This is an optimization exercise on Yosys and OpenROAD, whose aim is small area, not a production implementation. The RTL was checked by simulation tests, not by an equivalence proof against the original design.

// Datapath
module Datapath(
input clk,
input reset,
output [15:0] PC_F,
output [15:0] PC_D,
output [15:0] PC_Alu,
output [3:0] rd,
output [15:0] ALU_Result,Mem_Output,Data_Write,
input [18:0] imem_data,
input [15:0] dmem_rdata,
output [7:0] dmem_addr,
output [15:0] dmem_wdata,
output [1:0] dmem_be,
output dmem_re
);
For scale: ~4,000 cells after synthesis, about 640 flip-flops, about 160 I/O pins.
clock: 55.0 ns
lec_check: 0
cap_margin: 20
core_margin: 2
core_utilization: 40
slew_margin: 20
standard.sh (not shown) runs the stock make flow with config.mk's settings and CLKGATE_MAP_FILE= SYNTH_SCRIPT=/design/flow/synth_recipe.tcl, a recipe that flattens the netlist after the stock synthesis.
==> flow/flow/run.sh <==
#!/bin/bash
# The standard layout (the standard.sh, standard synthesis unchanged) with these
# changes to how it is made:
#  * port buffers use the smallest buffer, sky130_fd_sc_hd__buf_1, instead of the
#    resizer's default choice (every input and output port still gets a buffer);
#  * clock tree synthesis inserts no dummy loads and uses clkbuf_8 below a clkbuf_16 root;
#  * after global routing, non-critical gates are downsized (RECOVER_POWER=100).
# make's full output goes to flow_make.log in this folder; the ORFS step logs are
# under orfs/logs/.
set -euo pipefail
bash standard.sh \
  "BUFFER_PORTS_ARGS=-buffer_cell sky130_fd_sc_hd__buf_1" \
  "CTS_ARGS=-sink_clustering_enable -repair_clock_nets -dont_use_dummy_load -buf_list sky130_fd_sc_hd__clkbuf_8 -root_buf sky130_fd_sc_hd__clkbuf_16" \
  "RECOVER_POWER=100" \
  finish > flow_make.log 2>&1
The baseline completed, yet does not pass: capacitance limit, slew limit.
Then changed:
--- a/flow/flow/run.sh
+++ b/flow/flow/run.sh
@@ -7 +7,2 @@
-#  * after global routing, non-critical gates are downsized (RECOVER_POWER=100).
+#  * timing-driven global placement does not keep its trial buffering (GPL_KEEP_OVERFLOW=0),
+#    and after global routing non-critical gates are downsized (RECOVER_POWER=100).
@@ -13,0 +15 @@
+  "GPL_KEEP_OVERFLOW=0" \
Result:
- The new run reached the layout checks and failed them: capacitance limit, slew limit
- via count is about the same
- final area stays flat
- non-clock buffer count came out lower by 42

========
The RTL this note starts from:
==> flow/design.v <==
`timescale 1ns / 1ps
module Mul16(
input [15:0] a,
input [15:0] b,
output [15:0] p
);
assign p = a * b;
endmodule
module Div16(
input [15:0] a,
input [15:0] b,
output [15:0] q
);
assign q = (b == 16'd0) ? 16'hFFFF : (a / b);
endmodule
`timescale 1ns / 1ps
module Datapath(
input clk,
input reset,
output [15:0] PC_F,
output [15:0] PC_D,
output [15:0] PC_Alu,
output [3:0] rd,
output [15:0] ALU_Result,Mem_Output,Data_Write,
input [18:0] imem_data,
input [15:0] dmem_rdata,
output [7:0] dmem_addr,
output [15:0] dmem_wdata,
output [1:0] dmem_be,
output dmem_re
);
localparam [18:0] BUBBLE = 19'h0000A;    
reg [15:0] pcf;                  
reg [18:0] ir_d;                 
reg        dv;                   
reg [18:0] ir_e;                 
reg        xv;                   
reg [15:0] res_m;                
reg [7:0]  addr_m;
reg [3:0]  rd_m;
reg        we_m, ld_m, st_m;
reg [1:0]  var_m;
reg [15:0] wd_w;                 
reg [3:0]  rd_w;
reg        w0_w;                 
reg [15:0] r0;
wire [15:0] pcm3 = pcf - 16'd3;
wire [15:0] pcm6 = pcm3 - 16'd3;
wire [2:0] op_d = ir_d[18:16];
wire [3:0] fn_d = ir_d[3:0];
wire re1_d = (op_d == 3'd0 && !(fn_d == 4'd10 || fn_d == 4'd11 || fn_d == 4'd12)) ||
             (op_d == 3'd1 && ir_d[0]) || op_d == 3'd2 || op_d == 3'd3 || op_d == 3'd5;
wire re2_d = (op_d == 3'd0 && !(fn_d == 4'd4 || fn_d == 4'd5 || fn_d == 4'd9)) ||
             op_d == 3'd2 || op_d == 3'd3 || op_d == 3'd5;
wire [2:0] op_e  = ir_e[18:16];
wire [3:0] fn_e  = ir_e[3:0];
wire [3:0] rs2_e = ir_e[15:12];
wire [3:0] rs1_e = ir_e[11:8];
wire [3:0] rdx_e = ir_e[7:4];
wire r_e    = (op_e == 3'd0);
wire ld_e   = (op_e == 3'd1) && !ir_e[0];
wire st_e   = (op_e == 3'd1) && ir_e[0];
wire beq_e  = (op_e == 3'd2);
wire bne_e  = (op_e == 3'd3);
wire j_e    = (op_e == 3'd4);
wire call_e = j_e && (ir_e[1:0] == 2'b01);
wire ret_e  = j_e && (ir_e[1:0] == 2'b10);
wire re1_e = (r_e && !(fn_e == 4'd10 || fn_e == 4'd11 || fn_e == 4'd12)) ||
             st_e || beq_e || bne_e || op_e == 3'd5;
wire re2_e = (r_e && !(fn_e == 4'd4 || fn_e == 4'd5 || fn_e == 4'd9)) ||
             beq_e || bne_e || op_e == 3'd5;
wire stall = ld_e && ((re1_d && ir_d[11:8] == rdx_e) || (re2_d && ir_d[15:12] == rdx_e));
wire taken;
wire [15:0] target;
wire [255:0] rf;                 
wire [15:0] wbv;                 
assign rf[15:0] = 16'd0;
genvar k;
generate
for (k = 1; k < 16; k = k + 1) begin : g_rf
    reg [15:0] q;
    reg        v;                
    always @(posedge clk)
        if (we_m && rd_m == k)
            q <= wbv;
    always @(posedge clk or posedge reset)
        if (reset)
            v <= 1'b0;
        else if (we_m && rd_m == k)
            v <= 1'b1;
    assign rf[16*k +: 16] = v ? q : k;
end
endgenerate
always @(posedge clk or posedge reset)
    if (reset)
        r0 <= 16'd0;
    else if (w0_w)
        r0 <= wd_w;
wire [3:0]  rs2_d = ir_d[15:12];
wire [15:0] sel1 = 16'd1 << rs1_e;
wire [15:0] sel2 = 16'd1 << rs2_d;
reg  [15:0] rd1, rd2_rf, rd2;
integer ri;
always @(*) begin
    rd1 = {16{sel1[0]}} & r0;
    rd2_rf = {16{sel2[0]}} & (w0_w ? wd_w : r0);
    for (ri = 1; ri < 16; ri = ri + 1) begin
        rd1 = rd1 | ({16{sel1[ri]}} & rf[16*ri +: 16]);
        rd2_rf = rd2_rf | ({16{sel2[ri]}} & rf[16*ri +: 16]);
    end
end
wire bm2 = we_m && (rd_m == rs2_d) && (rs2_d != 4'd0);
always @(posedge clk)
    rd2 <= bm2 ? wbv : rd2_rf;
wire fm1 = we_m && (rd_m == rs1_e) && (rs1_e != 4'd0);
wire fm2 = we_m && (rd_m == rs2_e) && (rs2_e != 4'd0);
wire [15:0] a = re1_e ? (fm1 ? res_m : rd1) : 16'd0;
wire [15:0] b = re2_e ? (fm2 ? res_m : rd2) : 16'd0;
wire sub = (fn_e == 4'd1) || (fn_e == 4'd5);
wire cin = (fn_e == 4'd1) || (fn_e == 4'd4);
wire [15:0] sum = a + (sub ? ~b : b) + {15'd0, cin};
wire [15:0] prod, quot;
wire [15:0] axb = a ^ b;      
Mul16 MU(a, b, prod);
Div16 DU(a, b, quot);
reg [15:0] rres;
always @(*)
    case (fn_e)
    4'd0, 4'd1, 4'd4, 4'd5: rres = sum;
    4'd2:  rres = prod;
    4'd3:  rres = quot;
    4'd6:  rres = a & b;
    4'd7:  rres = a | b;
    4'd8:  rres = axb;
    4'd9:  rres = ~a;
    4'd11: rres = {b[7:6],b[3:2],b[9:8],b[13:12],b[1:0],b[15:14],b[5:4],b[11:10]};
    4'd12: rres = {b[5:4],b[9:8],b[1:0],b[11:10],b[15:14],b[3:2],b[13:12],b[7:6]};
    default: rres = 16'd0;
    endcase
wire [15:0] result = r_e ? rres : (call_e ? pcm3 : 16'd0);
wire eq = ~|axb;
assign taken = (beq_e && eq) || (bne_e && !eq) || j_e;
reg  [3:0]  sp;
reg         emp, ful;
wire [255:0] sk;                 
assign sk[15:0] = 16'd0;
wire push = call_e && !ful;
wire pop  = ret_e && !emp;
wire [3:0] tp = sp + 4'd1;
wire [15:0] selt = pop ? (16'd1 << tp) : 16'd0;     
reg  [15:0] sout;
integer si;
always @(*) begin
    sout = 16'd0;
    for (si = 1; si < 16; si = si + 1)
        sout = sout | ({16{selt[si]}} & sk[16*si +: 16]);
end
always @(posedge clk or posedge reset)
    if (reset) begin
        sp <= 4'd15; emp <= 1'b1; ful <= 1'b0;
    end else if (push) begin
        sp <= sp - 4'd1; emp <= 1'b0; ful <= (sp == 4'd0);
    end else if (pop) begin
        sp <= sp + 4'd1; emp <= (sp == 4'd0); ful <= 1'b0;
    end
generate
for (k = 1; k < 16; k = k + 1) begin : g_sk
    reg [15:0] q;
    always @(posedge clk)
        if (push && sp == k)
            q <= pcm3;
    if (k == 1) begin : g_v
        reg v;
        always @(posedge clk or posedge reset)
            if (reset)
                v <= 1'b0;
            else if (push && sp == k)
                v <= 1'b1;
        assign sk[16*k +: 16] = v ? q : 16'd0;
    end else begin : g_nv
        assign sk[16*k +: 16] = q;
    end
end
endgenerate
assign target = ret_e ? sout : (j_e ? {2'b00, ir_e[15:2]} : {8'd0, ir_e[7:0]});
always @(posedge clk or posedge reset)
    if (reset) begin
        pcf <= 16'd0;
        ir_d <= 19'd0; dv <= 1'b0;
        ir_e <= BUBBLE; xv <= 1'b0;
    end else begin
        if (!stall)
            pcf <= taken ? target : pcf + 16'd3;
        if (taken) begin
            ir_d <= 19'd0; dv <= 1'b0;
        end else if (!stall) begin
            ir_d <= imem_data; dv <= 1'b1;
        end
        if (taken || stall) begin
            ir_e <= BUBBLE; xv <= 1'b0;
        end else begin
            ir_e <= ir_d; xv <= dv;
        end
    end
always @(posedge clk or posedge reset)
    if (reset) begin
        rd_m <= 4'd0; we_m <= 1'b0; ld_m <= 1'b0; st_m <= 1'b0;
        wd_w <= 16'd0; rd_w <= 4'd0; w0_w <= 1'b0;
    end else begin
        rd_m <= rdx_e; we_m <= r_e || ld_e; ld_m <= ld_e; st_m <= st_e;
        wd_w <= we_m ? wbv : 16'd0; rd_w <= rd_m; w0_w <= we_m && (rd_m == 4'd0);
    end
always @(posedge clk) begin
    res_m  <= st_e ? a : result;
    addr_m <= st_e ? {ir_e[15:12], ir_e[7:4]} : ir_e[15:8];
    var_m  <= ir_e[2:1];
end
reg [15:0] mout;
always @(*)
    if (!ld_m)
        mout = 16'd0;
    else
        case (var_m)
        2'b00: mout = {8'd0, dmem_rdata[7:0]};
        2'b01: mout = {{8{dmem_rdata[7]}}, dmem_rdata[7:0]};
        2'b10: mout = dmem_rdata;
        default: mout = 16'd0;
        endcase
assign wbv = ld_m ? mout : res_m;
assign PC_F = pcf;
assign PC_D = dv ? pcm3 : 16'd0;
assign PC_Alu = xv ? pcm6 : 16'd0;
assign rd = rd_w;
assign ALU_Result = result;
assign Mem_Output = mout;
assign Data_Write = wd_w;
assign dmem_addr = addr_m;
assign dmem_wdata = res_m;
assign dmem_be = st_m ? ((var_m == 2'b00) ? 2'b01 : (var_m == 2'b10) ? 2'b11 : 2'b00) : 2'b00;
assign dmem_re = ld_m;
endmodule
Settings: LEC_CHECK=0, CAP_MARGIN=20, CORE_MARGIN=2, CORE_UTILIZATION=40, SLEW_MARGIN=20; clock period 55.0 ns.
==> flow/flow/run.sh <==
#!/bin/bash
# The standard layout (the standard.sh, standard synthesis unchanged) with these
# changes to how it is made:
#  * port buffers use the smallest buffer, sky130_fd_sc_hd__buf_1, instead of the
#    resizer's default choice (every input and output port still gets a buffer);
#  * clock tree synthesis inserts no dummy loads and uses clkbuf_8 below a clkbuf_16 root;
#  * global placement is not timing-driven (GPL_TIMING_DRIVEN=0), and the synthesis
#    buffers are removed before it (flow/pre_gpl.tcl, ORFS's PRE_GLOBAL_PLACE hook).
# make's full output goes to flow_make.log in this folder; the ORFS step logs are
# under orfs/logs/.
set -euo pipefail
bash standard.sh \
  "BUFFER_PORTS_ARGS=-buffer_cell sky130_fd_sc_hd__buf_1" \
  "CTS_ARGS=-sink_clustering_enable -repair_clock_nets -dont_use_dummy_load -buf_list sky130_fd_sc_hd__clkbuf_8 -root_buf sky130_fd_sc_hd__clkbuf_16" \
  "GPL_TIMING_DRIVEN=0" \
  "PRE_GLOBAL_PLACE_TCL=$(pwd)/flow/pre_gpl.tcl" \
  finish > flow_make.log 2>&1
==> flow/flow/pre_gpl.tcl <==
# PRE_GLOBAL_PLACE hook: with timing-driven placement off, remove the synthesis buffers
# before placement (as timing-driven placement does); repair_design re-buffers as needed.
remove_buffers
Then changed:
==> flow/flow/run.sh (replaced) <==
#!/bin/bash
# The standard layout (the standard.sh, standard synthesis unchanged) with two
# changes to how it is made:
#  * port buffers use the smallest buffer, sky130_fd_sc_hd__buf_1, instead of the
#    resizer's default choice (every input and output port still gets a buffer);
#  * clock tree synthesis inserts no dummy loads and uses clkbuf_8 below a clkbuf_16 root.
# make's full output goes to flow_make.log in this folder; the ORFS step logs are
# under orfs/logs/.
set -euo pipefail
bash standard.sh \
  "BUFFER_PORTS_ARGS=-buffer_cell sky130_fd_sc_hd__buf_1" \
  "CTS_ARGS=-sink_clustering_enable -repair_clock_nets -dont_use_dummy_load -buf_list sky130_fd_sc_hd__clkbuf_8 -root_buf sky130_fd_sc_hd__clkbuf_16" \
  finish > flow_make.log 2>&1
removed: flow/flow/pre_gpl.tcl
Effect: Wire length climbs by 4.8%; die area does not change; sequential share of layout area rises by 0.29 points; via count is higher by 1.3%; global-route usage is higher by 1.5 points.
Then changed:
==> flow/flow/run.sh (replaced) <==
#!/bin/bash
# The standard layout (the standard.sh, standard synthesis unchanged) with these
# changes to how it is made:
#  * port buffers use the smallest buffer, sky130_fd_sc_hd__buf_1, instead of the
#    resizer's default choice (every input and output port still gets a buffer);
#  * clock tree synthesis inserts no dummy loads and uses clkbuf_8 below a clkbuf_16 root;
#  * after global routing, non-critical gates are downsized (RECOVER_POWER=100), then
#    slew and capacitance are repaired again (flow/post_grt.tcl, run as ORFS's
#    POST_GLOBAL_ROUTE hook).
# make's full output goes to flow_make.log in this folder; the ORFS step logs are
# under orfs/logs/.
set -euo pipefail
bash standard.sh \
  "BUFFER_PORTS_ARGS=-buffer_cell sky130_fd_sc_hd__buf_1" \
  "CTS_ARGS=-sink_clustering_enable -repair_clock_nets -dont_use_dummy_load -buf_list sky130_fd_sc_hd__clkbuf_8 -root_buf sky130_fd_sc_hd__clkbuf_16" \
  "RECOVER_POWER=100" \
  "POST_GLOBAL_ROUTE_TCL=$(pwd)/flow/post_grt.tcl" \
  finish > flow_make.log 2>&1
==> flow/flow/post_grt.tcl (new file) <==
# POST_GLOBAL_ROUTE hook: power recovery (RECOVER_POWER) downsizes gates without
# regard to slew and capacitance limits, so repair those again, legalize, and
# re-route the changed nets incrementally before the guides are written again.
global_route -start_incremental
repair_design -verbose -cap_margin $::env(CAP_MARGIN) -slew_margin $::env(SLEW_MARGIN)
detailed_placement
global_route -end_incremental
estimate_parasitics -global_routing
report_check_types -max_slew -max_capacitance -violators
write_guides $::env(RESULTS_DIR)/route.guide
=> Global-route usage does not change; hold slack loses 0.0070 ns; setup slack gets worse by 0.36 ns; count of clock-buffer cells in the layout does not change; design area hardly moves; via count came out lower by about 0.43%; clock skew stays flat; register-to-register slack is worse by 0.35 ns.

-- static timing again, ports no longer ideal --
The results above use ideal ports. As a check the final layouts listed here were re-extracted and re-timed, cells and wires unchanged. Step 1 (the two cells are an assumption about what drives the block):
set clk [get_ports {clk}]
set_driving_cell -lib_cell sky130_fd_sc_hd__clkbuf_16 $clk
set_driving_cell -lib_cell sky130_fd_sc_hd__buf_2 [delete_from_list [all_inputs] $clk]
Step 2 moves the port delays by t, midway between the first and last clock arrival at a register: inputs arrive t later, outputs are due t later. That takes back most of the time a late clock gives input paths. a / b / c = ideal / step 1 / step 2; a / b = the first two.
run | shift t [ns] | slack for setup (ns) | worst hold slack (ns) | worst setup path at the end | slew at the worst register clock pin (ns)
the first run of note 1 | 0.666 | 5.291 / 5.228 / 5.894 | 0.448 / 0.448 / 0.448 | register to output | 0.07 / 0.07
the second run of note 1 | 0.665 | 4.516 / 4.453 / 5.118 | 0.448 / 0.448 / 0.448 | register to output | 0.07 / 0.07
the first run of note 2 | 0.666 | 4.386 / 4.318 / 4.984 | 0.455 / 0.455 / 0.455 | register to output | 0.07 / 0.07
the second run of note 2 | 0.663 | 7.386 / 7.322 / 7.985 | 0.457 / 0.457 / 0.457 | register to output | 0.07 / 0.07
the third run of note 2 | 0.664 | 7.031 / 6.966 / 7.630 | 0.450 / 0.450 / 0.450 | register to output | 0.07 / 0.07
